Source: an optimization exercise on an open RTL-to-GDS flow (aim: small area, a short achievable clock period and few clock cycles per item). Production flows keep margins and buffers that such runs may drop.
At most, simulation tests tie the RTL to the original design; equivalence was not proved.
The RTL of runs 1 and 2 was laid out without a check of its function.
Power and IR drop assume default switching activity.

==> flow/design.v (outline; a module is shown in full before it is edited, if it fits) <==
// module pe_divrow1: 4 lines
// module pe_divrow2: 10 lines
// module pe_divrow3: 12 lines
// module pe_divrow4: 16 lines
// module pe_divrow5: 18 lines
// module pe_divrow6: 22 lines
// module pe_divrow7: 26 lines
// module pe_divrow8: 32 lines
// module pe_divrow9: 34 lines
// module pe_divrow10: 38 lines
// module pe_divrow11: 42 lines
// module pe_divrow12: 48 lines
// module pe_divrow13: 52 lines
// module pe_divrow14: 58 lines
// module pe_divrow15: 64 lines
// module pe_divrow16: 72 lines
// module pe_divrow17: 74 lines
// module pe_divrow18: 78 lines
// module pe_divrow19: 82 lines
// module pe_divrow20: 88 lines
// module pe_divrow21: 92 lines
// module pe_divrow22: 98 lines
// module pe_divrow23: 104 lines
// module pe_divrow24: 112 lines
// module pe_divrow25: 116 lines
// module pe_divrow26: 122 lines
// module pe_divrow27: 128 lines
// module pe_divrow28: 136 lines
// module pe_divrow29: 142 lines
// module pe_divrow30: 150 lines
// module pe_divrow31: 158 lines
// module pe_divrow32: 168 lines
// module pe_mac: 27 lines
// module pe_core_v3: 282 lines
module pe_core_v3 (
    input clk,
    input rst_n,
    input [31:0] opcode,
    input [31:0] op1,
    input [31:0] op2,
    input [31:0] op3,
    input valid_in,
    output reg [31:0] result_out,
    output reg result_valid
);
  // ...
==> flow/run.sh <==
#!/bin/bash
# synth_recipe.tcl (not shown) runs the flow's synth.tcl, then flattens the netlist and writes it again
# the make line also repeats each setting of config.mk as NAME=value (left out here)
make -C /OpenROAD-flow-scripts/flow DESIGN_CONFIG=/design/flow/config.mk WORK_HOME=/design/flow/orfs CLKGATE_MAP_FILE= SYNTH_SCRIPT=/design/flow/synth_recipe.tcl finish
==> flow/config.mk <==
export PLATFORM = sky130hd
export DESIGN_NAME = pe_core_v3
export DESIGN_NICKNAME = pe_core_v3
export VERILOG_FILES = /design/flow/design.v
export SDC_FILE = /design/flow/constraint.sdc
export NUM_CORES = 4
export LEC_CHECK = 0
export CAP_MARGIN = 35
export CORE_MARGIN = 2
export CORE_UTILIZATION = 55
export SLEW_MARGIN = 35
==> flow/constraint.sdc <==
create_clock -name core_clock -period 65.0 [get_ports {clk}]
set_input_delay 13.0000 -clock core_clock [delete_from_list [all_inputs] [get_ports {clk}]]
set_output_delay 13.0000 -clock core_clock [all_outputs]
set_load 0.01 [all_outputs]
==> impl_metrics.tcl, run 1 <==
set metrics [dict create \
    seq_share_pct 22.8 \
    critical-path-top-delay-family "compound AO/OA/AOI/OAI gates" \
    crit_buf_inv 6 \
    syn_area_mm2 0.0582 \
    switching_share_pct 29.9 \
    comb_power_uw 264 \
    reg2reg_slack_ns 50.40 \
    synth_top_cell_area_share_pct 24.9 \
    synth_compound_area_share_pct 16.1 \
    syn_nets 7624 \
    grt.busiest_layer "met2" \
    synth_common_cells "dfxtp_1, ha_1, inv_1, nand2_1, o21ai_0" \
    r2r_end "R5[8]" \
    yosysWarnings 2 \
    period_minus_slack_ns 14.60 \
    rows 119 \
    layout.nonclk_buf_share_pct 3.88 \
    status "finished clean" \
    skew_ns 0.0325 \
    cellPowerDensity_mw_per_mm2 19.0 \
    synthAdderAreaFrac_pct 27.3 \
    r2r_cells 50 \
    clkPwrFrac_pct 38.2 \
    fin_crit_sh_pct 22.5 \
    drt-total-wl_um 184000 \
    drt_iter0_drc 3504 \
    cts.reportedPaths.clkPinSlew_ns 0.06 \
    crit_cells 50 \
    pwr-share-seq_pct 40.3 \
    cts_made_buffers 80 \
    fin_tns_setup_ns 0 \
]
==> inputs of run 2 (changes only) <==
==> flow/flow/run.sh (new file) <==
#!/bin/bash
set -euo pipefail
bash standard.sh "BUFFER_PORTS_ARGS=-buffer_cell sky130_fd_sc_hd__buf_2" \
  "SETUP_SLACK_MARGIN=50.9" finish > standard_flow.log 2>&1
==> flow/standard.sh (new file) <==
#!/bin/bash
# synth_recipe.tcl (not shown) runs the flow's synth.tcl, then flattens the netlist and writes it again
# the make line also repeats each setting of config.mk as NAME=value (left out here)
make -C /OpenROAD-flow-scripts/flow DESIGN_CONFIG=/design/flow/config.mk WORK_HOME=/design/flow/orfs CLKGATE_MAP_FILE= SYNTH_SCRIPT=/design/flow/synth_recipe.tcl "${@:-finish}"
removed: flow/run.sh
==> run 2 against run 1 <==
  * Design area is 0.56% lower
  * Non-clock buffer count is 10 higher
  * Die area is the same
  * Global-route usage grew 0.30 points
  * Critical path type is now reg2out
  * Critical endpoint is now result_valid
==> impl_metrics.tcl, run 2 <==
set metrics [dict create \
    status "finished clean" \
    ant_nets 0 \
    slowest_delay_ns 0.39 \
    crit_chain "buf_6" \
    die_h_um 329 \
    synth.avg_cell_area_um2 9.05 \
    fmax_mhz 70.5 \
    tightest_slew_ns 0.989 \
    synth_area_leaders "dfxtp_1, ha_1, fa_1, xnor2_1, inv_1" \
    cp_slowest_cell "dfrtp_1" \
    rows 119 \
    final_common_cell "dfxtp_1" \
    fin_crit_sh_pct 21.8 \
    drc 0 \
    seq_area_frac_synth_pct 25.3 \
    io-pin-count 164 \
    max_cap_violations 0 \
    hpwl_um 146000 \
    grt_max_degree 69 \
    gp_congestion 1.03 \
    die_x_um 329 \
    clockBufferDepth 3 \
    synth_cell_types 93 \
    drive_gt1_share_pct 10.5 \
    drv_slew 0 \
    clkLatencyLatePin_ns 0.71 \
    synth_most_common_cell "dfxtp_1" \
    layout.cells.non_filler 8040 \
    worst-setup-path-type "reg2out" \
    drt-total-wl_um 185000 \
    cp-end-kind "primary output" \
    vdd_drop_max_mv 0.0258 \
    use_met2_pct 57.4 \
    initial_utilization_pct 55.4 \
    drt_first_pass_iters 7 \
    dp_cells 7875 \
    syn2layout_area_growth_pct 10.4 \
    grt_overflow_total 0 \
    htreeDepth 3 \
    seqCellArea_mm2 0.0148 \
    slew_headroom_pct 32.2 \
    dieArea_mm2 0.108 \
    clock-sinks 734 \
    wl_per_cell_um 23.1 \
    grt.busiest_layer "met2" \
    syn_nets 7624 \
    finalPower_uw 1230 \
    drt_iter0_drc 3727 \
    crit_buf_inv 1 \
    met1_usage_pct 40.6 \
    grt_pass1_vias 46600 \
    cellPowerDensity_mw_per_mm2 19.1 \
    cts-hold-fix-buffers 0 \
    synth_top_cell_area_share_pct 24.9 \
    grt_pass1_wl_um 280000 \
    yosys_most_used_dff "dfxtp_1" \
    synth_common_cells "dfxtp_1, ha_1, inv_1, nand2_1, o21ai_0" \
    mostFrequentLayoutCells "dfxtp_1, ha_1, inv_1, nand2_1, o21ai_0" \
    avgViaCountPerCell 5.84 \
    cp_data_required_time_ns 52.00 \
    rsz0062_at_grt "true" \
    syn_area_mm2 0.0582 \
    core_area_mm2 0.105 \
    synth_cells 6433 \
    finalHoldViolations 0 \
    cts_tree "done" \
    skew_ns 0.0501 \
    synth_top_area_cell "dfxtp_1" \
    async_reset_ff_share_pct 1.23 \
    vias 46900 \
    cp-start-kind "flop" \
    cts_made_buffers 81 \
    hold_path_class "reg2reg" \
    critical-path-top-delay-family "flip-flops" \
    fill_cells 9284 \
    fin_tns_setup_ns 0 \
    cp.arrival_ns 1.18 \
    setup_viol 0 \
    multi_input_area_mm2 0.0405 \
    power.leakage_uw 0.0310 \
    period_minus_slack_ns 14.18 \
    grt_use_met3_pct 5.94 \
    io_buffers 143 \
    reg2reg_slack_ns 51.91 \
    yosysWarnings 2 \
    synth_edf_count 0 \
    track_usage_pct 34.2 \
    antenna_found_initial 13 \
    cts.reportedPaths.clkPinSlew_ns 0.06 \
    ys_ff_latch 734 \
    fin_nets 7770 \
    finish.utilization_pct 61.1 \
    cts_root_buffer "clkbuf_16" \
    crit_fanout 1 \
]
run 2: cell counts after synthesis:
Identical to the previous run, type by type.
run 2: metal layers:
layer / up-vias / wire (um)
met4: 4 / 14100
met3: 546 / 12500
li1: 22400 / -
met1: 22300 / 72900
met5: - / 29
met2: 1669 / 85800
run 2: path summary, 6_finish.rpt:
path | startpoint | to | cells past startpoint
max | result_valid | result_valid | 1
min in group asynchronous | rst_n | result_valid | 1
min | AQ1[23] | AQ2[27] | 0
min reg2reg | AQ1[23] | AQ2[27] | 0
max reg2reg | B3[0] | R4[18] | 56
max in group asynchronous | rst_n | v0 | 1
run 2: area by class of cell:
type | instances | share of cell area (%)
clock buffers | 96 | 3.38
clock inverters | 55 | 0.987
repair buffers | 295 | 3.12
diodes | 2 | 0.00779
multi-input cells | 4825 | 63.1
well taps | 1391 | 2.71
inverters | 642 | 3.76
flip-flops and latches | 734 | 23.0
run 2: power breakdown:
group	switching [uW]	internal, uW
registers	19.9	474
logic	149	112
clock network	203	269
total	372	856
run 2: cells by family after synthesis:
kind of cell / count (synthesis) / share of synthesized area (%)
AOI/OAI and AO/OA: 1493 / 16.1
and+or+nand+nor: 1349 / 10.7
xor gates and xnor gates: 616 / 9.38
muxes: 306 / 5.55
DFF: 734 / 25.3
adders and majority gates: 1060 / 27.3
buffers and inverters: 875 / 5.66
run 2: through the flow:
stage	hold slack, ns	worst slack, ns	instance area [um^2]
after floorplan	0.310	51.62	58200
after global placement	0.310	50.82	61100
after detailed placement	0.312	50.61	61100
after CTS	0.297	50.78	64000
after global routing	0.323	50.76	64300
final	0.298	50.82	64300
run 2: repair_timing:
action | in CTS | in global routing
pin swaps | 1 | 4
gates cloned | 1 | 0
setup buffers | 0 | 10
gates resized for setup | 16 | 25
setup endpoints to repair | 56 | 77
run 2: worst register-to-register path: cells and delay by family, from the launching register on:
| family | cells | cell delay [ns] |
|---|---|---|
| compound gates | 35 | 7.65 |
| buf+inv | 5 | 0.74 |
| flops | 1 | 0.50 |
| mux | 1 | 0.44 |
| simple gates | 9 | 1.54 |
| fa+ha+maj | 6 | 2.09 |
==> module pe_core_v3, before the edit <==
module pe_core_v3 (
    input clk,
    input rst_n,
    input [31:0] opcode,
    input [31:0] op1,
    input [31:0] op2,
    input [31:0] op3,
    input valid_in,
    output reg [31:0] result_out,
    output reg result_valid
);
    reg        v0;
    reg [11:0] op0;
    reg [31:0] a0, b0, c0;
    always @(posedge clk or negedge rst_n)
        if (!rst_n) v0 <= 1'b0;
        else        v0 <= valid_in;
    always @(posedge clk) begin
        op0 <= opcode[31:20];
        a0  <= op1;
        b0  <= op2;
        c0  <= op3;
    end
    wire [6:0] cls = op0[11:5];
    wire [4:0] fn  = op0[4:0];
    wire c_ar  = (cls == 7'b0000001);
    wire c_fp  = (cls == 7'b0000010);
    wire c_cmp = (cls == 7'b0010000);
    wire vld1  = v0 & (c_ar | c_fp | c_cmp);
    wire isdiv1 = c_ar & (fn == 5'b00100);
    wire f_add = c_ar & (fn == 5'b00001);
    wire f_sub = c_ar & (fn == 5'b00010);
    wire f_mul = c_ar & (fn == 5'b00011);
    wire f_mad = (c_ar & ((fn == 5'b00101) | (fn == 5'b00110))) | (c_fp & (fn == 5'b00001));
    wire f_and = c_ar & (fn == 5'b01001);
    wire f_or  = c_ar & (fn == 5'b01010);
    wire f_xor = c_ar & (fn == 5'b01011);
    wire f_shl = c_ar & (fn == 5'b01100);
    wire f_shr = c_ar & (fn == 5'b01101);
    wire f_relu = c_fp & (fn == 5'b01011);
    wire f_abs = c_fp & (fn == 5'b01101);
    wire f_neg = c_fp & (fn == 5'b01110);
    wire f_min = c_fp & (fn == 5'b10000);
    wire f_max = c_fp & (fn == 5'b10001);
    wire f_eq = c_cmp & (fn == 5'b00001);
    wire f_ne = c_cmp & (fn == 5'b00010);
    wire f_lt = c_cmp & (fn == 5'b00011);
    wire f_le = c_cmp & (fn == 5'b00100);
    wire f_gt = c_cmp & (fn == 5'b00101);
    wire f_ge = c_cmp & (fn == 5'b00110);
    wire [31:0] a_rev;
    genvar gi;
    generate for (gi = 0; gi < 32; gi = gi + 1) begin : rv
        assign a_rev[gi] = a0[31 - gi];
    end endgenerate
    wire [31:0] dec = 32'd1 << b0[4:0];
    wire y_b    = f_mul | f_mad;
    wire y_dec  = f_shl | f_shr;
    wire y_one  = f_add | f_sub | (f_abs & ~a0[31]);
    wire y_ones = f_neg | (f_abs & a0[31]);
    wire [31:0] mx = f_shr ? a_rev : a0;
    wire [31:0] my = ({32{y_b}} & b0) | ({32{y_dec}} & dec) | {{31{y_ones}}, y_ones | y_one};
    wire [31:0] mz = ({32{f_mad}} & c0) | ({32{f_add | f_sub}} & (b0 ^ {32{f_sub}}));
    wire [31:0] mac;
    pe_mac u_mac (.a(mx), .b(my), .c(mz), .ci(f_sub), .y(mac));
    wire [31:0] mac_rev;
    generate for (gi = 0; gi < 32; gi = gi + 1) begin : rv2
        assign mac_rev[gi] = mac[31 - gi];
    end endgenerate
    wire lt = a0 < b0;
    wire eq = a0 == b0;
    wire cmp = (f_eq & eq) | (f_ne & ~eq) | (f_lt & lt) | (f_le & (lt | eq)) | (f_gt & ~lt & ~eq) | (f_ge & ~lt);
    wire s_mac = f_add | f_sub | f_mul | f_mad | f_neg | f_abs | f_shl;
    wire s_a = f_relu & ~a0[31] | f_min & lt | f_max & ~lt;
    wire s_b = f_min & ~lt | f_max & lt;
    wire [31:0] oth = ({32{s_mac}} & mac) | ({32{f_shr}} & mac_rev)
                    | ({32{f_and}} & (a0 & b0)) | ({32{f_or}} & (a0 | b0)) | ({32{f_xor}} & (a0 ^ b0))
                    | ({32{s_a}} & a0) | ({32{s_b}} & b0) | {31'd0, cmp};
    wire hz1_7 = ~|b0[31:7];
    wire hz1_6 = ~|b0[31:6];
    wire hz1_5 = ~|b0[31:5];
    wire hz1_4 = ~|b0[31:4];
    wire hz1_3 = ~|b0[31:3];
    wire hz1_2 = ~|b0[31:2];
    wire hz1_1 = ~|b0[31:1];
    wire q_31; wire [0:0] rn_31;
    pe_divrow1 row_31 (.r(1'b0), .abit(a0[31]), .b(b0), .hz(hz1_1), .q(q_31), .rn(rn_31));
    wire [31:0] aq_31 = {a0[30:0], q_31};
    wire q_30; wire [1:0] rn_30;
    pe_divrow2 row_30 (.r(rn_31), .abit(aq_31[31]), .b(b0), .hz(hz1_2), .q(q_30), .rn(rn_30));
    wire [31:0] aq_30 = {aq_31[30:0], q_30};
    wire q_29; wire [2:0] rn_29;
    pe_divrow3 row_29 (.r(rn_30), .abit(aq_30[31]), .b(b0), .hz(hz1_3), .q(q_29), .rn(rn_29));
    wire [31:0] aq_29 = {aq_30[30:0], q_29};
    wire q_28; wire [3:0] rn_28;
    pe_divrow4 row_28 (.r(rn_29), .abit(aq_29[31]), .b(b0), .hz(hz1_4), .q(q_28), .rn(rn_28));
    wire [31:0] aq_28 = {aq_29[30:0], q_28};
    wire q_27; wire [4:0] rn_27;
    pe_divrow5 row_27 (.r(rn_28), .abit(aq_28[31]), .b(b0), .hz(hz1_5), .q(q_27), .rn(rn_27));
    wire [31:0] aq_27 = {aq_28[30:0], q_27};
    wire q_26; wire [5:0] rn_26;
    pe_divrow6 row_26 (.r(rn_27), .abit(aq_27[31]), .b(b0), .hz(hz1_6), .q(q_26), .rn(rn_26));
    wire [31:0] aq_26 = {aq_27[30:0], q_26};
    wire q_25; wire [6:0] rn_25;
    pe_divrow7 row_25 (.r(rn_26), .abit(aq_26[31]), .b(b0), .hz(hz1_7), .q(q_25), .rn(rn_25));
    wire [31:0] aq_25 = {aq_26[30:0], q_25};
    reg [6:0] R1; reg [31:0] AQ1, B1; reg isd1; reg v1;
    always @(posedge clk or negedge rst_n)
        if (!rst_n) v1 <= 1'b0;
        else        v1 <= vld1;
    always @(posedge clk) begin
        R1 <= rn_25;
        AQ1 <= aq_25;
        B1 <= (isdiv1 ? b0 : oth);
        isd1 <= isdiv1;
    end
    wire hz2_11 = ~|B1[31:11];
    wire hz2_10 = ~|B1[31:10];
    wire hz2_9 = ~|B1[31:9];
    wire hz2_8 = ~|B1[31:8];
    wire q_24; wire [7:0] rn_24;
    pe_divrow8 row_24 (.r(R1), .abit(AQ1[31]), .b(B1), .hz(hz2_8), .q(q_24), .rn(rn_24));
    wire [31:0] aq_24 = {AQ1[30:0], q_24};
    wire q_23; wire [8:0] rn_23;
    pe_divrow9 row_23 (.r(rn_24), .abit(aq_24[31]), .b(B1), .hz(hz2_9), .q(q_23), .rn(rn_23));
    wire [31:0] aq_23 = {aq_24[30:0], q_23};
    wire q_22; wire [9:0] rn_22;
    pe_divrow10 row_22 (.r(rn_23), .abit(aq_23[31]), .b(B1), .hz(hz2_10), .q(q_22), .rn(rn_22));
    wire [31:0] aq_22 = {aq_23[30:0], q_22};
    wire q_21; wire [10:0] rn_21;
    pe_divrow11 row_21 (.r(rn_22), .abit(aq_22[31]), .b(B1), .hz(hz2_11), .q(q_21), .rn(rn_21));
    wire [31:0] aq_21 = {aq_22[30:0], q_21};
    reg [10:0] R2; reg [31:0] AQ2, B2; reg isd2; reg v2;
    always @(posedge clk or negedge rst_n)
        if (!rst_n) v2 <= 1'b0;
        else        v2 <= v1;
    always @(posedge clk) begin
        R2 <= rn_21;
        AQ2 <= aq_21;
        B2 <= B1;
        isd2 <= isd1;
    end
    wire hz3_15 = ~|B2[31:15];
    wire hz3_14 = ~|B2[31:14];
    wire hz3_13 = ~|B2[31:13];
    wire hz3_12 = ~|B2[31:12];
    wire q_20; wire [11:0] rn_20;
    pe_divrow12 row_20 (.r(R2), .abit(AQ2[31]), .b(B2), .hz(hz3_12), .q(q_20), .rn(rn_20));
    wire [31:0] aq_20 = {AQ2[30:0], q_20};
    wire q_19; wire [12:0] rn_19;
    pe_divrow13 row_19 (.r(rn_20), .abit(aq_20[31]), .b(B2), .hz(hz3_13), .q(q_19), .rn(rn_19));
    wire [31:0] aq_19 = {aq_20[30:0], q_19};
    wire q_18; wire [13:0] rn_18;
    pe_divrow14 row_18 (.r(rn_19), .abit(aq_19[31]), .b(B2), .hz(hz3_14), .q(q_18), .rn(rn_18));
    wire [31:0] aq_18 = {aq_19[30:0], q_18};
    wire q_17; wire [14:0] rn_17;
    pe_divrow15 row_17 (.r(rn_18), .abit(aq_18[31]), .b(B2), .hz(hz3_15), .q(q_17), .rn(rn_17));
    wire [31:0] aq_17 = {aq_18[30:0], q_17};
    reg [14:0] R3; reg [31:0] AQ3, B3; reg isd3; reg v3;
    always @(posedge clk or negedge rst_n)
        if (!rst_n) v3 <= 1'b0;
        else        v3 <= v2;
    always @(posedge clk) begin
        R3 <= rn_17;
        AQ3 <= aq_17;
        B3 <= B2;
        isd3 <= isd2;
    end
    wire hz4_19 = ~|B3[31:19];
    wire hz4_18 = ~|B3[31:18];
    wire hz4_17 = ~|B3[31:17];
    wire hz4_16 = ~|B3[31:16];
    wire q_16; wire [15:0] rn_16;
    pe_divrow16 row_16 (.r(R3), .abit(AQ3[31]), .b(B3), .hz(hz4_16), .q(q_16), .rn(rn_16));
    wire [31:0] aq_16 = {AQ3[30:0], q_16};
    wire q_15; wire [16:0] rn_15;
    pe_divrow17 row_15 (.r(rn_16), .abit(aq_16[31]), .b(B3), .hz(hz4_17), .q(q_15), .rn(rn_15));
    wire [31:0] aq_15 = {aq_16[30:0], q_15};
    wire q_14; wire [17:0] rn_14;
    pe_divrow18 row_14 (.r(rn_15), .abit(aq_15[31]), .b(B3), .hz(hz4_18), .q(q_14), .rn(rn_14));
    wire [31:0] aq_14 = {aq_15[30:0], q_14};
    wire q_13; wire [18:0] rn_13;
    pe_divrow19 row_13 (.r(rn_14), .abit(aq_14[31]), .b(B3), .hz(hz4_19), .q(q_13), .rn(rn_13));
    wire [31:0] aq_13 = {aq_14[30:0], q_13};
    reg [18:0] R4; reg [31:0] AQ4, B4; reg isd4; reg v4;
    always @(posedge clk or negedge rst_n)
        if (!rst_n) v4 <= 1'b0;
        else        v4 <= v3;
    always @(posedge clk) begin
        R4 <= rn_13;
        AQ4 <= aq_13;
        B4 <= B3;
        isd4 <= isd3;
    end
    wire hz5_23 = ~|B4[31:23];
    wire hz5_22 = ~|B4[31:22];
    wire hz5_21 = ~|B4[31:21];
    wire hz5_20 = ~|B4[31:20];
    wire q_12; wire [19:0] rn_12;
    pe_divrow20 row_12 (.r(R4), .abit(AQ4[31]), .b(B4), .hz(hz5_20), .q(q_12), .rn(rn_12));
    wire [31:0] aq_12 = {AQ4[30:0], q_12};
    wire q_11; wire [20:0] rn_11;
    pe_divrow21 row_11 (.r(rn_12), .abit(aq_12[31]), .b(B4), .hz(hz5_21), .q(q_11), .rn(rn_11));
    wire [31:0] aq_11 = {aq_12[30:0], q_11};
    wire q_10; wire [21:0] rn_10;
    pe_divrow22 row_10 (.r(rn_11), .abit(aq_11[31]), .b(B4), .hz(hz5_22), .q(q_10), .rn(rn_10));
    wire [31:0] aq_10 = {aq_11[30:0], q_10};
    wire q_9; wire [22:0] rn_9;
    pe_divrow23 row_9 (.r(rn_10), .abit(aq_10[31]), .b(B4), .hz(hz5_23), .q(q_9), .rn(rn_9));
    wire [31:0] aq_9 = {aq_10[30:0], q_9};
    reg [22:0] R5; reg [31:0] AQ5, B5; reg isd5; reg v5;
    always @(posedge clk or negedge rst_n)
        if (!rst_n) v5 <= 1'b0;
        else        v5 <= v4;
    always @(posedge clk) begin
        R5 <= rn_9;
        AQ5 <= aq_9;
        B5 <= B4;
        isd5 <= isd4;
    end
    wire hz6_26 = ~|B5[31:26];
    wire hz6_25 = ~|B5[31:25];
    wire hz6_24 = ~|B5[31:24];
    wire q_8; wire [23:0] rn_8;
    pe_divrow24 row_8 (.r(R5), .abit(AQ5[31]), .b(B5), .hz(hz6_24), .q(q_8), .rn(rn_8));
    wire [31:0] aq_8 = {AQ5[30:0], q_8};
    wire q_7; wire [24:0] rn_7;
    pe_divrow25 row_7 (.r(rn_8), .abit(aq_8[31]), .b(B5), .hz(hz6_25), .q(q_7), .rn(rn_7));
    wire [31:0] aq_7 = {aq_8[30:0], q_7};
    wire q_6; wire [25:0] rn_6;
    pe_divrow26 row_6 (.r(rn_7), .abit(aq_7[31]), .b(B5), .hz(hz6_26), .q(q_6), .rn(rn_6));
    wire [31:0] aq_6 = {aq_7[30:0], q_6};
    reg [25:0] R6; reg [31:0] AQ6, B6; reg isd6; reg v6;
    always @(posedge clk or negedge rst_n)
        if (!rst_n) v6 <= 1'b0;
        else        v6 <= v5;
    always @(posedge clk) begin
        R6 <= rn_6;
        AQ6 <= aq_6;
        B6 <= B5;
        isd6 <= isd5;
    end
    wire hz7_29 = ~|B6[31:29];
    wire hz7_28 = ~|B6[31:28];
    wire hz7_27 = ~|B6[31:27];
    wire q_5; wire [26:0] rn_5;
    pe_divrow27 row_5 (.r(R6), .abit(AQ6[31]), .b(B6), .hz(hz7_27), .q(q_5), .rn(rn_5));
    wire [31:0] aq_5 = {AQ6[30:0], q_5};
    wire q_4; wire [27:0] rn_4;
    pe_divrow28 row_4 (.r(rn_5), .abit(aq_5[31]), .b(B6), .hz(hz7_28), .q(q_4), .rn(rn_4));
    wire [31:0] aq_4 = {aq_5[30:0], q_4};
    wire q_3; wire [28:0] rn_3;
    pe_divrow29 row_3 (.r(rn_4), .abit(aq_4[31]), .b(B6), .hz(hz7_29), .q(q_3), .rn(rn_3));
    wire [31:0] aq_3 = {aq_4[30:0], q_3};
    reg [28:0] R7; reg [31:0] AQ7, B7; reg isd7; reg v7;
    always @(posedge clk or negedge rst_n)
        if (!rst_n) v7 <= 1'b0;
        else        v7 <= v6;
    always @(posedge clk) begin
        R7 <= rn_3;
        AQ7 <= aq_3;
        B7 <= B6;
        isd7 <= isd6;
    end
    wire hz8_32 = 1'b1;
    wire hz8_31 = ~|B7[31:31];
    wire hz8_30 = ~|B7[31:30];
    wire q_2; wire [29:0] rn_2;
    pe_divrow30 row_2 (.r(R7), .abit(AQ7[31]), .b(B7), .hz(hz8_30), .q(q_2), .rn(rn_2));
    wire [31:0] aq_2 = {AQ7[30:0], q_2};
    wire q_1; wire [30:0] rn_1;
    pe_divrow31 row_1 (.r(rn_2), .abit(aq_2[31]), .b(B7), .hz(hz8_31), .q(q_1), .rn(rn_1));
    wire [31:0] aq_1 = {aq_2[30:0], q_1};
    wire q_0; wire [31:0] rn_0;
    pe_divrow32 row_0 (.r(rn_1), .abit(aq_1[31]), .b(B7), .hz(hz8_32), .q(q_0), .rn(rn_0));
    wire [31:0] aq_0 = {aq_1[30:0], q_0};
    always @(posedge clk or negedge rst_n)
        if (!rst_n) result_valid <= 1'b0;
        else        result_valid <= v7;
    always @(posedge clk)
        result_out <= isd7 ? aq_0 : B7;
endmodule
==> inputs of run 3 (changes only) <==
--- a/flow/design.v
+++ b/flow/design.v
@@ -2500,6 +2500,7 @@
     wire [31:0] oth = ({32{s_mac}} & mac) | ({32{f_shr}} & mac_rev)
                     | ({32{f_and}} & (a0 & b0)) | ({32{f_or}} & (a0 | b0)) | ({32{f_xor}} & (a0 ^ b0))
                     | ({32{s_a}} & a0) | ({32{s_b}} & b0) | {31'd0, cmp};
+    wire hz1_8 = ~|b0[31:8];
     wire hz1_7 = ~|b0[31:7];
     wire hz1_6 = ~|b0[31:6];
     wire hz1_5 = ~|b0[31:5];
@@ -2528,104 +2529,103 @@
     wire q_25; wire [6:0] rn_25;
     pe_divrow7 row_25 (.r(rn_26), .abit(aq_26[31]), .b(b0), .hz(hz1_7), .q(q_25), .rn(rn_25));
     wire [31:0] aq_25 = {aq_26[30:0], q_25};
-    reg [6:0] R1; reg [31:0] AQ1, B1; reg isd1; reg v1;
+    wire q_24; wire [7:0] rn_24;
+    pe_divrow8 row_24 (.r(rn_25), .abit(aq_25[31]), .b(b0), .hz(hz1_8), .q(q_24), .rn(rn_24));
+    wire [31:0] aq_24 = {aq_25[30:0], q_24};
+    reg [7:0] R1; reg [31:0] AQ1, B1; reg isd1; reg v1;
     always @(posedge clk or negedge rst_n)
         if (!rst_n) v1 <= 1'b0;
         else        v1 <= vld1;
     always @(posedge clk) begin
-        R1 <= rn_25;
-        AQ1 <= aq_25;
+        R1 <= rn_24;
+        AQ1 <= aq_24;
         B1 <= (isdiv1 ? b0 : oth);
         isd1 <= isdiv1;
     end
+    wire hz2_12 = ~|B1[31:12];
     wire hz2_11 = ~|B1[31:11];
     wire hz2_10 = ~|B1[31:10];
     wire hz2_9 = ~|B1[31:9];
-    wire hz2_8 = ~|B1[31:8];
-    wire q_24; wire [7:0] rn_24;
-    pe_divrow8 row_24 (.r(R1), .abit(AQ1[31]), .b(B1), .hz(hz2_8), .q(q_24), .rn(rn_24));
-    wire [31:0] aq_24 = {AQ1[30:0], q_24};
     wire q_23; wire [8:0] rn_23;
-    pe_divrow9 row_23 (.r(rn_24), .abit(aq_24[31]), .b(B1), .hz(hz2_9), .q(q_23), .rn(rn_23));
-    wire [31:0] aq_23 = {aq_24[30:0], q_23};
+    pe_divrow9 row_23 (.r(R1), .abit(AQ1[31]), .b(B1), .hz(hz2_9), .q(q_23), .rn(rn_23));
+    wire [31:0] aq_23 = {AQ1[30:0], q_23};
     wire q_22; wire [9:0] rn_22;
     pe_divrow10 row_22 (.r(rn_23), .abit(aq_23[31]), .b(B1), .hz(hz2_10), .q(q_22), .rn(rn_22));
     wire [31:0] aq_22 = {aq_23[30:0], q_22};
     wire q_21; wire [10:0] rn_21;
     pe_divrow11 row_21 (.r(rn_22), .abit(aq_22[31]), .b(B1), .hz(hz2_11), .q(q_21), .rn(rn_21));
     wire [31:0] aq_21 = {aq_22[30:0], q_21};
-    reg [10:0] R2; reg [31:0] AQ2, B2; reg isd2; reg v2;
+    wire q_20; wire [11:0] rn_20;
+    pe_divrow12 row_20 (.r(rn_21), .abit(aq_21[31]), .b(B1), .hz(hz2_12), .q(q_20), .rn(rn_20));
+    wire [31:0] aq_20 = {aq_21[30:0], q_20};
+    reg [11:0] R2; reg [31:0] AQ2, B2; reg isd2; reg v2;
     always @(posedge clk or negedge rst_n)
         if (!rst_n) v2 <= 1'b0;
         else        v2 <= v1;
     always @(posedge clk) begin
-        R2 <= rn_21;
-        AQ2 <= aq_21;
+        R2 <= rn_20;
+        AQ2 <= aq_20;
         B2 <= B1;
         isd2 <= isd1;
     end
+    wire hz3_16 = ~|B2[31:16];
     wire hz3_15 = ~|B2[31:15];
     wire hz3_14 = ~|B2[31:14];
     wire hz3_13 = ~|B2[31:13];
-    wire hz3_12 = ~|B2[31:12];
-    wire q_20; wire [11:0] rn_20;
-    pe_divrow12 row_20 (.r(R2), .abit(AQ2[31]), .b(B2), .hz(hz3_12), .q(q_20), .rn(rn_20));
-    wire [31:0] aq_20 = {AQ2[30:0], q_20};
     wire q_19; wire [12:0] rn_19;
-    pe_divrow13 row_19 (.r(rn_20), .abit(aq_20[31]), .b(B2), .hz(hz3_13), .q(q_19), .rn(rn_19));
-    wire [31:0] aq_19 = {aq_20[30:0], q_19};
+    pe_divrow13 row_19 (.r(R2), .abit(AQ2[31]), .b(B2), .hz(hz3_13), .q(q_19), .rn(rn_19));
+    wire [31:0] aq_19 = {AQ2[30:0], q_19};
     wire q_18; wire [13:0] rn_18;
     pe_divrow14 row_18 (.r(rn_19), .abit(aq_19[31]), .b(B2), .hz(hz3_14), .q(q_18), .rn(rn_18));
     wire [31:0] aq_18 = {aq_19[30:0], q_18};
     wire q_17; wire [14:0] rn_17;
     pe_divrow15 row_17 (.r(rn_18), .abit(aq_18[31]), .b(B2), .hz(hz3_15), .q(q_17), .rn(rn_17));
     wire [31:0] aq_17 = {aq_18[30:0], q_17};
-    reg [14:0] R3; reg [31:0] AQ3, B3; reg isd3; reg v3;
+    wire q_16; wire [15:0] rn_16;
+    pe_divrow16 row_16 (.r(rn_17), .abit(aq_17[31]), .b(B2), .hz(hz3_16), .q(q_16), .rn(rn_16));
+    wire [31:0] aq_16 = {aq_17[30:0], q_16};
+    reg [15:0] R3; reg [31:0] AQ3, B3; reg isd3; reg v3;
     always @(posedge clk or negedge rst_n)
         if (!rst_n) v3 <= 1'b0;
         else        v3 <= v2;
     always @(posedge clk) begin
-        R3 <= rn_17;
-        AQ3 <= aq_17;
+        R3 <= rn_16;
+        AQ3 <= aq_16;
         B3 <= B2;
         isd3 <= isd2;
     end
+    wire hz4_20 = ~|B3[31:20];
     wire hz4_19 = ~|B3[31:19];
     wire hz4_18 = ~|B3[31:18];
     wire hz4_17 = ~|B3[31:17];
-    wire hz4_16 = ~|B3[31:16];
-    wire q_16; wire [15:0] rn_16;
-    pe_divrow16 row_16 (.r(R3), .abit(AQ3[31]), .b(B3), .hz(hz4_16), .q(q_16), .rn(rn_16));
-    wire [31:0] aq_16 = {AQ3[30:0], q_16};
     wire q_15; wire [16:0] rn_15;
-    pe_divrow17 row_15 (.r(rn_16), .abit(aq_16[31]), .b(B3), .hz(hz4_17), .q(q_15), .rn(rn_15));
-    wire [31:0] aq_15 = {aq_16[30:0], q_15};
+    pe_divrow17 row_15 (.r(R3), .abit(AQ3[31]), .b(B3), .hz(hz4_17), .q(q_15), .rn(rn_15));
+    wire [31:0] aq_15 = {AQ3[30:0], q_15};
     wire q_14; wire [17:0] rn_14;
     pe_divrow18 row_14 (.r(rn_15), .abit(aq_15[31]), .b(B3), .hz(hz4_18), .q(q_14), .rn(rn_14));
     wire [31:0] aq_14 = {aq_15[30:0], q_14};
     wire q_13; wire [18:0] rn_13;
     pe_divrow19 row_13 (.r(rn_14), .abit(aq_14[31]), .b(B3), .hz(hz4_19), .q(q_13), .rn(rn_13));
     wire [31:0] aq_13 = {aq_14[30:0], q_13};
-    reg [18:0] R4; reg [31:0] AQ4, B4; reg isd4; reg v4;
+    wire q_12; wire [19:0] rn_12;
+    pe_divrow20 row_12 (.r(rn_13), .abit(aq_13[31]), .b(B3), .hz(hz4_20), .q(q_12), .rn(rn_12));
+    wire [31:0] aq_12 = {aq_13[30:0], q_12};
+    reg [19:0] R4; reg [31:0] AQ4, B4; reg isd4; reg v4;
     always @(posedge clk or negedge rst_n)
         if (!rst_n) v4 <= 1'b0;
         else        v4 <= v3;
     always @(posedge clk) begin
-        R4 <= rn_13;
-        AQ4 <= aq_13;
+        R4 <= rn_12;
+        AQ4 <= aq_12;
         B4 <= B3;
         isd4 <= isd3;
     end
     wire hz5_23 = ~|B4[31:23];
     wire hz5_22 = ~|B4[31:22];
     wire hz5_21 = ~|B4[31:21];
-    wire hz5_20 = ~|B4[31:20];
-    wire q_12; wire [19:0] rn_12;
-    pe_divrow20 row_12 (.r(R4), .abit(AQ4[31]), .b(B4), .hz(hz5_20), .q(q_12), .rn(rn_12));
-    wire [31:0] aq_12 = {AQ4[30:0], q_12};
     wire q_11; wire [20:0] rn_11;
-    pe_divrow21 row_11 (.r(rn_12), .abit(aq_12[31]), .b(B4), .hz(hz5_21), .q(q_11), .rn(rn_11));
-    wire [31:0] aq_11 = {aq_12[30:0], q_11};
+    pe_divrow21 row_11 (.r(R4), .abit(AQ4[31]), .b(B4), .hz(hz5_21), .q(q_11), .rn(rn_11));
+    wire [31:0] aq_11 = {AQ4[30:0], q_11};
     wire q_10; wire [21:0] rn_10;
     pe_divrow22 row_10 (.r(rn_11), .abit(aq_11[31]), .b(B4), .hz(hz5_22), .q(q_10), .rn(rn_10));
     wire [31:0] aq_10 = {aq_11[30:0], q_10};
==> flow/run.sh (new file) <==
#!/bin/bash
# synth_recipe.tcl (not shown) runs the flow's synth.tcl, then flattens the netlist and writes it again
# the make line also repeats each setting of config.mk as NAME=value (left out here)
make -C /OpenROAD-flow-scripts/flow DESIGN_CONFIG=/design/flow/config.mk WORK_HOME=/design/flow/orfs CLKGATE_MAP_FILE= SYNTH_SCRIPT=/design/flow/synth_recipe.tcl finish
--- a/flow/config.mk
+++ b/flow/config.mk
@@ -7,5 +7,6 @@
 export LEC_CHECK = 0
 export CAP_MARGIN = 35
 export CORE_MARGIN = 2
-export CORE_UTILIZATION = 55
+export CORE_UTILIZATION = 70
+export CTS_BUF_LIST = sky130_fd_sc_hd__clkbuf_8
 export SLEW_MARGIN = 35
removed: flow/flow/run.sh
removed: flow/standard.sh
==> run 3 against run 2 <==
  * Fmax down 3.4%
  * Die area shrank 22%
  * Register-to-register slack lost 0.38 ns
  * Power is 2.4% lower
  * Global-route usage is 6.4 points higher
  * Count of clock-buffer cells in the layout up 48
  * Worst setup slack worse by 0.50 ns
  * Critical path depth unchanged
  * Area after synthesis is 1.4% lower
  * Synthesized cell count down 3.7%
  * Largest cell class unchanged
==> impl_metrics.tcl, run 3 <==
set metrics [dict create \
    slowest_delay_ns 0.55 \
    cts_resized 0 \
    avgViaCountPerCell 6.27 \
    synth_common_cells "dfxtp_1, ha_1, inv_1, a21oi_1, nor2_1" \
    yosys_most_used_dff "dfxtp_1" \
    crit_fanout 1 \
    setup_viol 0 \
    cts.reportedPaths.clkPinSlew_ns 0.07 \
    p_sw_uw 363 \
    dieArea_mm2 0.0843 \
    io_buffers 143 \
    grt_pass1_wl_um 266000 \
    cp-start-kind "flop" \
    grt_use_met3_pct 7.69 \
    p_int_uw 836 \
    die_x_um 290 \
    seqCellArea_mm2 0.0148 \
    io-pin-count 164 \
    met1_usage_pct 45.7 \
    dp_cells 7257 \
    use_met2_pct 67.1 \
    grt_overflow_total 0 \
    slew_headroom_pct 32.4 \
    mostFrequentLayoutCells "dfxtp_1, ha_1, inv_1, a21oi_1, xnor2_1" \
    ys_ff_latch 738 \
    cp-end-kind "primary output" \
    hold_path_class "reg2reg" \
    worst_slack_ns 50.32 \
    synth_most_common_cell "dfxtp_1" \
    wl_per_cell_um 23.0 \
    syn_nets 7385 \
    reg2reg_slack_ns 51.53 \
    clockBufferDepth 3 \
    cts_setup_buffers 0 \
    finalHoldViolations 0 \
    gp_congestion 1.03 \
    layout.cells.non_filler 7477 \
    synth_cell_types 92 \
    fmax_mhz 68.1 \
    drive_gt1_share_pct 7.97 \
    seq_area_frac_synth_pct 25.8 \
    drt_first_pass_iters 8 \
    synth.avg_cell_area_um2 9.27 \
    antenna_found_initial 13 \
    fin_tns_setup_ns 0 \
    syn2layout_area_growth_pct 9.46 \
    syn_area_mm2 0.0574 \
    clkPwrFrac_pct 37.7 \
    synth_area_leaders "dfxtp_1, ha_1, fa_1, xnor2_1, inv_1" \
    drt_iter0_drc 4005 \
    track_usage_pct 40.6 \
    synth_top_cell_area_share_pct 25.4 \
    worst-setup-path-type "reg2out" \
    drc 0 \
    cp.arrival_ns 1.68 \
    crit_chain "clkdlybuf4s50_1" \
    period_minus_slack_ns 14.68 \
    htreeDepth 3 \
    max_cap_violations 0 \
    async_reset_ff_share_pct 1.22 \
    combPwrFrac_pct 20.9 \
    synth_edf_count 0 \
    pwr-share-seq_pct 41.4 \
    crit_buf_inv 1 \
    vdd_drop_max_mv 0.0202 \
    core_area_mm2 0.0816 \
    grt_pass1_vias 47600 \
    grt_max_degree 69 \
    cts-hold-fix-buffers 0 \
    drv_slew 0 \
    drt-total-wl_um 172000 \
    clkLatencyLatePin_ns 0.86 \
    fill_cells 5649 \
    synth_cells 6194 \
    clock-sinks 738 \
    status "finished clean" \
    cellPowerDensity_mw_per_mm2 19.1 \
    skew_ns 0.0781 \
    cp_slowest_cell "clkdlybuf4s50_1" \
    rows 105 \
    cp_data_required_time_ns 52.00 \
    synth_top_area_cell "dfxtp_1" \
    power.leakage_uw 0.0305 \
    yosysWarnings 2 \
    switching_share_pct 30.3 \
    initial_utilization_pct 70.4 \
    dpl_worst_slack_ns 51.16 \
    multi_input_area_mm2 0.0396 \
    final_common_cell "dfxtp_1" \
    cts_root_buffer "clkbuf_8" \
    cts_made_buffers 113 \
    tightest_slew_ns 1.01 \
    die_h_um 290 \
    fin_crit_sh_pct 22.6 \
    fin_nets 7493 \
    ant_nets 0 \
    cts_tree "done" \
    grt.busiest_layer "met2" \
    hpwl_um 131000 \
    rsz0062_at_grt "false" \
    vias 46900 \
    critical-path-top-delay-family "buffers and inverters" \
]
[run 3: cell count changes in the layout (fill, tap and decap cells not counted), moves of 128 or more]
cell,change
nand2_1,-179
a22oi_1,+151
clkdlybuf4s50_1,+143
o21ai_0,-142
clkbuf_8,+135
buf_2,-128
[run 3: layout make-up]
type | count | area share, %
Multi-Input combinational cell | 4608 | 62.9
Sequential cell | 738 | 23.6
Inverter | 606 | 3.62
Timing Repair Buffer | 235 | 3.38
Clock buffer | 144 | 3.15
Tap cell | 1070 | 2.13
Clock inverter | 69 | 1.16
Antenna cell | 7 | 0.0279
[run 3: power groups by stage]
stage | logic (uW) | registers, uW | clock network (uW)
floorplan | 185 | 496 | 0
global placement | 231 | 505 | 0
detailed placement | 243 | 505 | 0
CTS | 246 | 496 | 456
global route | 279 | 498 | 475
finish | 251 | 496 | 452
[run 3: metrics by stage]
step | power (uW) | hold slack (ns) | cell area, um^2 | util, %
2_1_floorplan | 681 | 0.310 | 57400 | -
3_3_place_gp | 736 | 0.310 | 60100 | 73.6
3_5_place_dp | 748 | 0.312 | 60100 | 73.7
4_1_cts | 1200 | 0.298 | 62800 | 77.0
5_1_grt | 1250 | 0.325 | 62800 | 77.0
6_report | 1200 | 0.300 | 62800 | 77.0
[run 3: path summary, 6_finish.rpt]
check / start / end / depth (start not counted)
worst max-delay path: result_out[18] / result_out[18] / 1
worst min-delay path: isd3 / isd4 / 0
worst max register to register: b0[20] / R1[5] / 50
worst min register to register: isd3 / isd4 / 0
max in group asynchronous: rst_n / v6 / 1
min in group asynchronous: rst_n / result_valid / 1
[run 3: cell families (layout without fill, tap and decap cells)]
group / after synthesis / in the layout / synth area share, %
AOI/OAI and AO/OA: 1503 / 1503 / 17.0
xor gates and xnor gates: 578 / 578 / 8.98
adders and majority gates: 1060 / 1060 / 27.7
buffers and inverters: 848 / 1054 / 5.66
DFF: 738 / 738 / 25.8
muxes: 262 / 262 / 4.85
other: 0 / 7 / 0
and+or+nand+nor: 1205 / 1205 / 9.93
[run 3: metal layers]
| metal | vias up | routed length, um |
|---|---|---|
| met3 | 789 | 13100 |
| met5 | - | 89 |
| met2 | 2100 | 79000 |
| met4 | 14 | 16800 |
| met1 | 22300 | 62900 |
| li1 | 21700 | - |
Testbench counts of run 3, summed over its fixed seeds: cycles 160,062, items 160,000.
==> inputs of run 4 (changes only) <==
--- a/flow/config.mk
+++ b/flow/config.mk
@@ -7,6 +7,5 @@
 export LEC_CHECK = 0
 export CAP_MARGIN = 35
 export CORE_MARGIN = 2
-export CORE_UTILIZATION = 70
-export CTS_BUF_LIST = sky130_fd_sc_hd__clkbuf_8
+export CORE_UTILIZATION = 55
 export SLEW_MARGIN = 35
==> run 4 against run 3 <==
  * Core utilization decreased by 16 points
  * Die area increased by 27%
  * Worst setup slack improved by 0.15 ns
  * Fmax increased by 1.0%
  * Non-clock buffer count increased by 18
  * Cell count increased by 3.6%
  * Synthesized cell count unchanged
==> impl_metrics.tcl, run 4 <==
set metrics [dict create \
    async_reset_ff_share_pct 1.22 \
    initial_utilization_pct 55.5 \
    synth_edf_count 0 \
    drt-total-wl_um 173000 \
    setup_viol 0 \
    clock-sinks 738 \
    cts_root_buffer "clkbuf_16" \
    drc 0 \
    drt_iter0_drc 3529 \
    gp_congestion 0.990 \
    cp_slowest_cell "clkdlybuf4s50_1" \
    rows 118 \
    clkLatencyLatePin_ns 0.68 \
    dieArea_mm2 0.107 \
    drt_first_pass_iters 7 \
    synth_common_cells "dfxtp_1, ha_1, inv_1, a21oi_1, nor2_1" \
    synth_cell_types 92 \
    grt_pass1_vias 45100 \
    multi_input_area_mm2 0.0396 \
    slowest_delay_ns 0.54 \
    critical-path-top-delay-family "buffers and inverters" \
    hpwl_um 135000 \
    ant_nets 0 \
    cts-hold-fix-buffers 0 \
    synth_most_common_cell "dfxtp_1" \
    synth_area_leaders "dfxtp_1, ha_1, fa_1, xnor2_1, inv_1" \
    cp-end-kind "primary output" \
    grt_pass1_wl_um 266000 \
    fmax_mhz 68.8 \
    cts_made_buffers 81 \
    drive_gt1_share_pct 7.55 \
    finalHoldViolations 0 \
    cts_setup_buffers 0 \
    htreeDepth 3 \
    rsz0062_at_grt "false" \
    timing.hold.ws_ns 0.313 \
    synth_cells 6194 \
    fin_tns_setup_ns 0 \
    seq_area_frac_synth_pct 25.8 \
    syn2layout_area_growth_pct 10.8 \
    cellPowerDensity_mw_per_mm2 19.5 \
    period_minus_slack_ns 14.53 \
    seqCellArea_mm2 0.0148 \
    avgViaCountPerCell 5.82 \
    skew_ns 0.0432 \
    grt_overflow_total 0 \
    crit_chain "clkdlybuf4s50_1" \
    mostFrequentLayoutCells "dfxtp_1, ha_1, inv_1, xnor2_1" \
    status "finished clean" \
    ys_ff_latch 738 \
    syn_nets 7385 \
    drv_slew 0 \
    vias 45100 \
    synth_top_area_cell "dfxtp_1" \
    vdd_drop_max_mv 0.0246 \
    cp.arrival_ns 1.53 \
    max_cap_violations 0 \
    fin_nets 7479 \
    hold_path_class "reg2reg" \
    tightest_slew_ns 0.962 \
    io_buffers 143 \
    dpl_cell_area_mm2 0.0606 \
    wl_per_cell_um 22.3 \
    fin_crit_sh_pct 22.4 \
    cp_data_required_time_ns 52.00 \
    final_common_cell "dfxtp_1" \
    synth.avg_cell_area_um2 9.27 \
    die_h_um 327 \
    cts_resized 0 \
    synth_top_cell_area_share_pct 25.4 \
    design_area_mm2 0.0636 \
    cts.reportedPaths.clkPinSlew_ns 0.06 \
    track_usage_pct 32.4 \
    worst-setup-path-type "reg2out" \
    antenna_found_initial 10 \
    core_area_mm2 0.103 \
    slew_headroom_pct 35.9 \
    syn_area_mm2 0.0574 \
    crit_buf_inv 1 \
    fill_cells 9025 \
    yosys_most_used_dff "dfxtp_1" \
    die_x_um 327 \
    clockBufferDepth 3 \
    cp-start-kind "flop" \
    grt_max_degree 75 \
    power.leakage_uw 0.0306 \
    yosysWarnings 2 \
    cts_tree "done" \
    io-pin-count 164 \
    crit_fanout 1 \
]
[run 4: changes by cell type in the layout (fill, tap and decap cells not counted), moves of 3 or more]
cell       change
diode_2        +6
a2111oi_1      +3
inv_6          +6
clkbuf_16     +83
clkbuf_8     -130
clkinv_2      -17
clkbuf_1       +6
buf_4         +18
inv_1         -19
clkinv_4       +7
[run 4: cells by family after synthesis]
family | synth area share, %
adders and majority gates | 27.7
and+or+nand+nor | 9.93
AOI/OAI and AO/OA | 17.0
buffers and inverters | 5.66
xor gates and xnor gates | 8.98
DFF | 25.8
muxes | 4.85
[run 4: per-stage QoR]
step / setup WS [ns] / instances / total power, uW / util [%]
6_report: 50.47 / 7747 / 1240 / 61.5
5_1_grt: 50.15 / 7747 / 1300 / 61.5
4_1_cts: 50.41 / 7734 / 1250 / 61.4
3_5_place_dp: 51.15 / 7585 / 749 / 58.6
3_3_place_gp: 51.14 / 7585 / 742 / 58.5
2_1_floorplan: 51.62 / 6194 / 681 / -
[run 4: path summary, 6_finish.rpt]
kind | cells past startpoint | end | startpoint | slack [ns]
hold reg to reg | 0 | isd7 | isd6 | 0.31
hold / removal | 0 | isd7 | isd6 | 0.31
min in group asynchronous | 1 | result_valid | rst_n | 12.62
max in group asynchronous | 1 | v0 | rst_n | 52.11
setup / recovery | 1 | result_valid | result_valid | 50.47
setup reg to reg | 55 | R4[4] | B3[0] | 51.28
[run 4: cell type report]
cell class,instances,area share [%]
tap,1380,2.71
sequential,738,23.3
multi-input combinational,4608,62.2
inverter,606,3.58
clock inverter,46,0.997
clock buffer,103,3.60
antenna,13,0.0511
timing repair buffer,253,3.55
[run 4: report_power, final]
group | internal [uW] | switching, uW | leakage (uW)
logic | 108 | 138 | 0.0230
registers | 476 | 19.6 | 0.00613
clock network | 294 | 202 | 0.00142
total | 879 | 360 | 0.0306
[run 4: routing by layer]
metal  up-vias  global-route usage, %  wire length, um
li1      21700                      -                -
met1     21400                   38.3            67800
met2      1529                   55.6            81500
met3       470                   4.86            11000
met4         4                   19.6            12200
met5         -                      0               26
==> inputs of run 5 (changes only) <==
--- a/flow/config.mk
+++ b/flow/config.mk
@@ -8,4 +8,5 @@
 export CAP_MARGIN = 35
 export CORE_MARGIN = 2
 export CORE_UTILIZATION = 55
+export CTS_BUF_LIST = sky130_fd_sc_hd__clkbuf_4
 export SLEW_MARGIN = 35
==> run 5 against run 4 <==
  * Synthesized cell count stayed put
  * Still clean
  * Critical path depth stayed put
  * Critical path type unchanged
  * Fmax is 3.0% lower
  * Clock skew is 0.065 ns higher
==> impl_metrics.tcl, run 5 <==
set metrics [dict create \
    status "finished clean" \
    cts.reportedPaths.clkPinSlew_ns 0.07 \
    seq_area_frac_synth_pct 25.8 \
    initial_utilization_pct 55.5 \
    io_buffers 143 \
    worst-setup-path-type "reg2out" \
    wl_per_cell_um 21.8 \
    power.leakage_uw 0.0307 \
    combPwrFrac_pct 20.9 \
    clockBufferDepth 3 \
    fin_nets 7588 \
    clkPwrFrac_pct 37.0 \
    hold_path_class "reg2reg" \
    pwr-share-seq_pct 42.1 \
    cp_slowest_cell "clkdlybuf4s50_1" \
    skew_ns 0.108 \
    clkLatencyLatePin_ns 1.17 \
    slowest_delay_ns 0.54 \
    synth_top_cell_area_share_pct 25.4 \
    fin_crit_sh_pct 23.1 \
    grt_pass1_vias 46100 \
    ant_nets 0 \
    synth_cell_types 92 \
    max_cap_violations 0 \
    cts_made_buffers 190 \
    r2r_cells 55 \
    yosys_most_used_dff "dfxtp_1" \
    synth_common_cells "dfxtp_1, ha_1, inv_1, a21oi_1, nor2_1" \
    critical-path-top-delay-family "buffers and inverters" \
    reg2reg_slack_ns 51.34 \
    grt_pass1_wl_um 268000 \
    yosysWarnings 2 \
    cellPowerDensity_mw_per_mm2 18.6 \
    final_common_cell "dfxtp_1" \
    cts_root_buffer "clkbuf_4" \
    setup_viol 0 \
    hpwl_um 135000 \
    crit_cells 1 \
    switching_share_pct 30.4 \
    track_usage_pct 32.7 \
    fin_tns_setup_ns 0 \
    syn_area_mm2 0.0574 \
    mostFrequentLayoutCells "dfxtp_1, ha_1, inv_1, xnor2_1" \
    avgViaCountPerCell 5.75 \
    drt_iter0_drc 3284 \
    synth_top_area_cell "dfxtp_1" \
    antenna_found_initial 16 \
    gp_congestion 0.990 \
    syn_nets 7385 \
    fmax_mhz 66.7 \
    layout.cells.non_filler 7948 \
    drv_slew 0 \
    synth_cells 6194 \
    crit_buf_inv 1 \
    synth_most_common_cell "dfxtp_1" \
    drt_first_pass_iters 6 \
    tightest_slew_ns 0.985 \
    clock-sinks 738 \
    cp-end-kind "primary output" \
    cp.arrival_ns 1.99 \
    cts-hold-fix-buffers 0 \
    rows 118 \
    timing.hold.ws_ns 0.255 \
    grt_overflow_total 0 \
    grt_max_degree 75 \
    vdd_drop_max_mv 0.0146 \
    die_x_um 327 \
    io-pin-count 164 \
    synth_area_leaders "dfxtp_1, ha_1, fa_1, xnor2_1, inv_1" \
    drive_gt1_share_pct 9.79 \
    vias 45700 \
    crit_chain "clkdlybuf4s50_1" \
    crit_fanout 1 \
    synth_edf_count 0 \
    dieArea_mm2 0.107 \
    ys_ff_latch 738 \
    cp-start-kind "flop" \
    cts_setup_buffers 0 \
    async_reset_ff_share_pct 1.22 \
    p_sw_uw 358 \
    p_int_uw 820 \
    slew_headroom_pct 34.3 \
    rsz0062_at_grt "false" \
    finalHoldViolations 0 \
    core_area_mm2 0.103 \
    cts_tree "done" \
    drt-total-wl_um 173000 \
    syn2layout_area_growth_pct 10.3 \
    htreeDepth 4 \
    period_minus_slack_ns 14.99 \
    die_h_um 327 \
    cts_resized 0 \
    drc 0 \
    dp_cells 7585 \
    cp_data_required_time_ns 52.00 \
    holdPathStages 0 \
    synth.avg_cell_area_um2 9.27 \
]
[run 5: power by group through the flow]
stage | clock (uW) | combinational, uW | sequential (uW)
final | 436 | 246 | 496
after global routing | 474 | 278 | 498
after CTS | 450 | 245 | 496
after detailed placement | 0 | 243 | 506
after global placement | 0 | 237 | 506
after floorplan | 0 | 185 | 496
[run 5: layout make-up]
| cell class | count | area (um^2) |
|---|---|---|
| Inverter | 606 | 2270 |
| Timing Repair Buffer | 253 | 2260 |
| Sequential cell | 738 | 14800 |
| Antenna cell | 19 | 47.5 |
| Clock buffer | 259 | 1940 |
| Multi-Input combinational cell | 4608 | 39600 |
| Tap cell | 1380 | 1730 |
| Fill cell | 9152 | 40100 |
| Clock inverter | 85 | 716 |
[run 5: layer usage]
metal  share of wire [%]  global-route usage [%]  vias to the layer above
li1                    -                       -                    22000
met1                  39                    38.1                    21600
met2                  47                    55.3                     1598
met3                 6.3                    5.91                      542
met4                 7.5                    21.0                       14
met5               0.048                       0                        -
[run 5: final timing paths]
| check | startpoint | endpoint |
|---|---|---|
| min | AQ2[3] | AQ3[7] |
| max in group asynchronous | rst_n | v0 |
| min reg2reg | AQ2[3] | AQ3[7] |
| max | result_out[10] | result_out[10] |
| min in group asynchronous | rst_n | result_valid |
| max reg2reg | B3[0] | R4[16] |
[run 5: cells by family after synthesis]
family / count (synthesis) / synth area share (%)
compound gates: 1503 / 17.0
xor+xnor: 578 / 8.98
simple gates: 1205 / 9.93
mux: 262 / 4.85
buf+inv: 848 / 5.66
fa+ha+maj: 1060 / 27.7
flops: 738 / 25.8
[run 5: stage by stage]
step	total power (uW)	setup slack (ns)	instance area [um^2]	utilization (%)
floorplan	681	51.62	57400	-
global placement	742	51.14	60600	58.5
detailed placement	749	51.15	60600	58.6
CTS	1190	49.89	63300	61.1
global route	1250	49.89	63300	61.2
finish	1180	50.01	63300	61.2
==> inputs of run 6 (changes only) <==
==> flow/flow/run.sh (new file) <==
#!/bin/bash
# Own flow: the standard layout (standard.sh), with plain buf_2 cells as the port buffers
# in place of the default delay buffer. Everything else is the standard flow.
set -euo pipefail
bash standard.sh "BUFFER_PORTS_ARGS=-buffer_cell sky130_fd_sc_hd__buf_2" finish > standard_flow.log 2>&1
==> flow/standard.sh (new file) <==
#!/bin/bash
# synth_recipe.tcl (not shown) runs the flow's synth.tcl, then flattens the netlist and writes it again
# the make line also repeats each setting of config.mk as NAME=value (left out here)
make -C /OpenROAD-flow-scripts/flow DESIGN_CONFIG=/design/flow/config.mk WORK_HOME=/design/flow/orfs CLKGATE_MAP_FILE= SYNTH_SCRIPT=/design/flow/synth_recipe.tcl "${@:-finish}"
--- a/flow/config.mk
+++ b/flow/config.mk
@@ -8,5 +8,4 @@
 export CAP_MARGIN = 35
 export CORE_MARGIN = 2
 export CORE_UTILIZATION = 55
-export CTS_BUF_LIST = sky130_fd_sc_hd__clkbuf_4
 export SLEW_MARGIN = 35
removed: flow/run.sh
==> run 6 against run 5 <==
  * Synthesized cell count stayed put
  * Core utilization is 0.54 points lower
  * Worst setup slack better by 0.84 ns
  * Via count is 1.5% lower
  * First-iteration DRC count is 4.5% lower
  * Critical path depth stayed put
  * Sequential power hardly changed
  * Hold slack better by 0.054 ns
  * Global-route usage is 0.25 points lower
  * Combinational power hardly changed
  * Fmax is 5.9% higher
==> impl_metrics.tcl, run 6 <==
set metrics [dict create \
    status "finished clean" \
    synth_cell_types 92 \
    vias 45000 \
    synth_edf_count 0 \
    finalHoldViolations 0 \
    synth_common_cells "dfxtp_1, ha_1, inv_1, a21oi_1, nor2_1" \
    tightest_slew_ns 1.09 \
    wl_per_cell_um 22.4 \
    cts_setup_buffers 0 \
    clock-sinks 738 \
    avgViaCountPerCell 5.81 \
    core_area_mm2 0.103 \
    io_buffers 143 \
    grt_pass1_wl_um 266000 \
    synth.avg_cell_area_um2 9.27 \
    fin_crit_sh_pct 21.8 \
    synth_top_area_cell "dfxtp_1" \
    fin_nets 7483 \
    htreeDepth 3 \
    crit_fanout 1 \
    final_common_cell "dfxtp_1" \
    gp_congestion 0.976 \
    power.leakage_uw 0.0306 \
    ys_ff_latch 738 \
    rows 118 \
    yosysWarnings 2 \
    drive_gt1_share_pct 9.77 \
    syn_nets 7385 \
    cp_data_required_time_ns 52.00 \
    cts_resized 0 \
    seq_area_frac_synth_pct 25.8 \
    slew_headroom_pct 27.3 \
    fin_tns_setup_ns 0 \
    io-pin-count 164 \
    hold_path_class "reg2reg" \
    drt-total-wl_um 173000 \
    cp.arrival_ns 1.15 \
    worst-setup-path-type "reg2out" \
    yosys_most_used_dff "dfxtp_1" \
    antenna_found_initial 11 \
    hpwl_um 136000 \
    initial_utilization_pct 55.5 \
    dp_cells 7590 \
    synth_top_cell_area_share_pct 25.4 \
    drt_iter0_drc 3136 \
    grt_max_degree 58 \
    track_usage_pct 32.4 \
    synth_cells 6194 \
    cp-start-kind "flop" \
    cp-end-kind "primary output" \
    clkLatencyLatePin_ns 0.68 \
    synth_most_common_cell "dfxtp_1" \
    drc 0 \
    dieArea_mm2 0.107 \
    die_x_um 327 \
    die_h_um 327 \
    layout.cells.non_filler 7753 \
    crit_buf_inv 1 \
    grt_overflow_total 0 \
    cp_slowest_cell "dfrtp_1" \
    crit_chain "buf_2" \
    cts_root_buffer "clkbuf_16" \
    setup_viol 0 \
    fill_cells 9097 \
    slowest_delay_ns 0.36 \
    seqCellArea_mm2 0.0148 \
    cts_tree "done" \
    rsz0062_at_grt "false" \
    drv_slew 0 \
    cts-hold-fix-buffers 0 \
    cts.reportedPaths.clkPinSlew_ns 0.06 \
    syn2layout_area_growth_pct 9.38 \
    fmax_mhz 70.7 \
    max_cap_violations 0 \
    cts_made_buffers 79 \
    async_reset_ff_share_pct 1.22 \
    clockBufferDepth 3 \
    critical-path-top-delay-family "flip-flops" \
    period_minus_slack_ns 14.15 \
    synth_area_leaders "dfxtp_1, ha_1, fa_1, xnor2_1, inv_1" \
    mostFrequentLayoutCells "dfxtp_1, ha_1, inv_1, a21oi_1, xnor2_1" \
    vdd_drop_max_mv 0.0220 \
    drt_first_pass_iters 6 \
    cellPowerDensity_mw_per_mm2 19.3 \
    skew_ns 0.0517 \
    ant_nets 0 \
    syn_area_mm2 0.0574 \
    multi_input_area_mm2 0.0396 \
    grt_pass1_vias 45400 \
]
run 6: logic make-up (layout without fill, tap and decap cells):
logic type / after synthesis / after routing / share of synthesized area, %
other: 0 / 15 / 0
XOR/XNOR: 578 / 578 / 8.98
multiplexers: 262 / 262 / 4.85
adder cells (fa/ha/maj): 1060 / 1060 / 27.7
AND/OR/NAND/NOR: 1205 / 1205 / 9.93
buffers and inverters: 848 / 1012 / 5.66
flip-flops: 738 / 738 / 25.8
AO/OA/AOI/OAI: 1503 / 1503 / 17.0
run 6: worst register-to-register path, delay by kind of cell, from the launching register on:
| kind | cells | cell delay (ns) |
|---|---|---|
| mux | 3 | 1.20 |
| compound gates | 35 | 7.86 |
| simple gates | 7 | 0.83 |
| fa+ha+maj | 6 | 1.91 |
| flops | 1 | 0.38 |
| buf+inv | 4 | 1.21 |
run 6: final timing paths:
kind / cells past startpoint / slack [ns] / to / startpoint
max: 1 / 50.85 / result_valid / result_valid
min: 0 / 0.31 / AQ5[9] / AQ4[6]
max reg2reg: 55 / 51.51 / R4[16] / B3[0]
min reg2reg: 0 / 0.31 / AQ5[9] / AQ4[6]
max in group asynchronous: 1 / 52.65 / v0 / rst_n
min in group asynchronous: 1 / 12.18 / result_valid / rst_n
run 6: area by class of cell:
type	instances	share of cell area [%]
multi-input combinational	4608	63.0
sequential	738	23.6
inverter	606	3.62
clock buffer	100	3.50
tap	1380	2.75
timing repair buffer	259	2.53
clock inverter	47	0.950
antenna	15	0.0598
run 6: routing by layer:
layer	vias up	part of all wire, %	GRT usage, %
met5	-	0.024	0
met4	6	7.4	20.1
met3	495	5.7	4.69
met2	1505	47	55.3
met1	21400	40	38.5
li1	21700	-	-
run 6: where the power goes:
group	switching, uW	internal, uW
clock	202	273
combinational	138	105
sequential	19.3	476
run 6: through the flow:
step                      setup slack (ns)  hold slack (ns)  area [um^2]  utilization (%)  power, uW
after detailed placement             51.51            0.312        59900             57.9        746
after global routing                 50.24            0.325        62800             60.7       1280
after floorplan                      51.62            0.310        57400                -        681
final                                50.85            0.309        62800             60.7       1210
after CTS                            50.80            0.309        62700             60.6       1220
after global placement               51.52            0.310        59900             57.9        739

[separate check: timing with driven ports]
The flow's constraints put no driver on any port. The routed layouts listed below were extracted and timed again, unchanged, in two steps. Step 1, drivers: a clkbuf_16 drives clk and a buf_2 each remaining input, both assumed. Step 2 also shifts input and output timing later by t, the mid clock arrival at the registers, as if the neighbouring blocks saw the same clock. Three values: no drivers, after step 1, after step 2; two values: the first two.
run	t (ns)	slack for setup (ns)	worst setup path at the end
run 1	0.752	50.397 / 50.369 / 50.397	register to register
run 2	0.758	50.817 / 50.740 / 51.498	register to output
run 3	0.889	50.317 / 50.246 / 51.134	register to output
run 4	0.738	50.466 / 50.384 / 51.122	register to output
run 5	1.193	50.011 / 49.934 / 51.128	register to output
run 6	0.736	50.846 / 50.766 / 51.501	register to output
After both steps setup and hold are still met in every run listed.
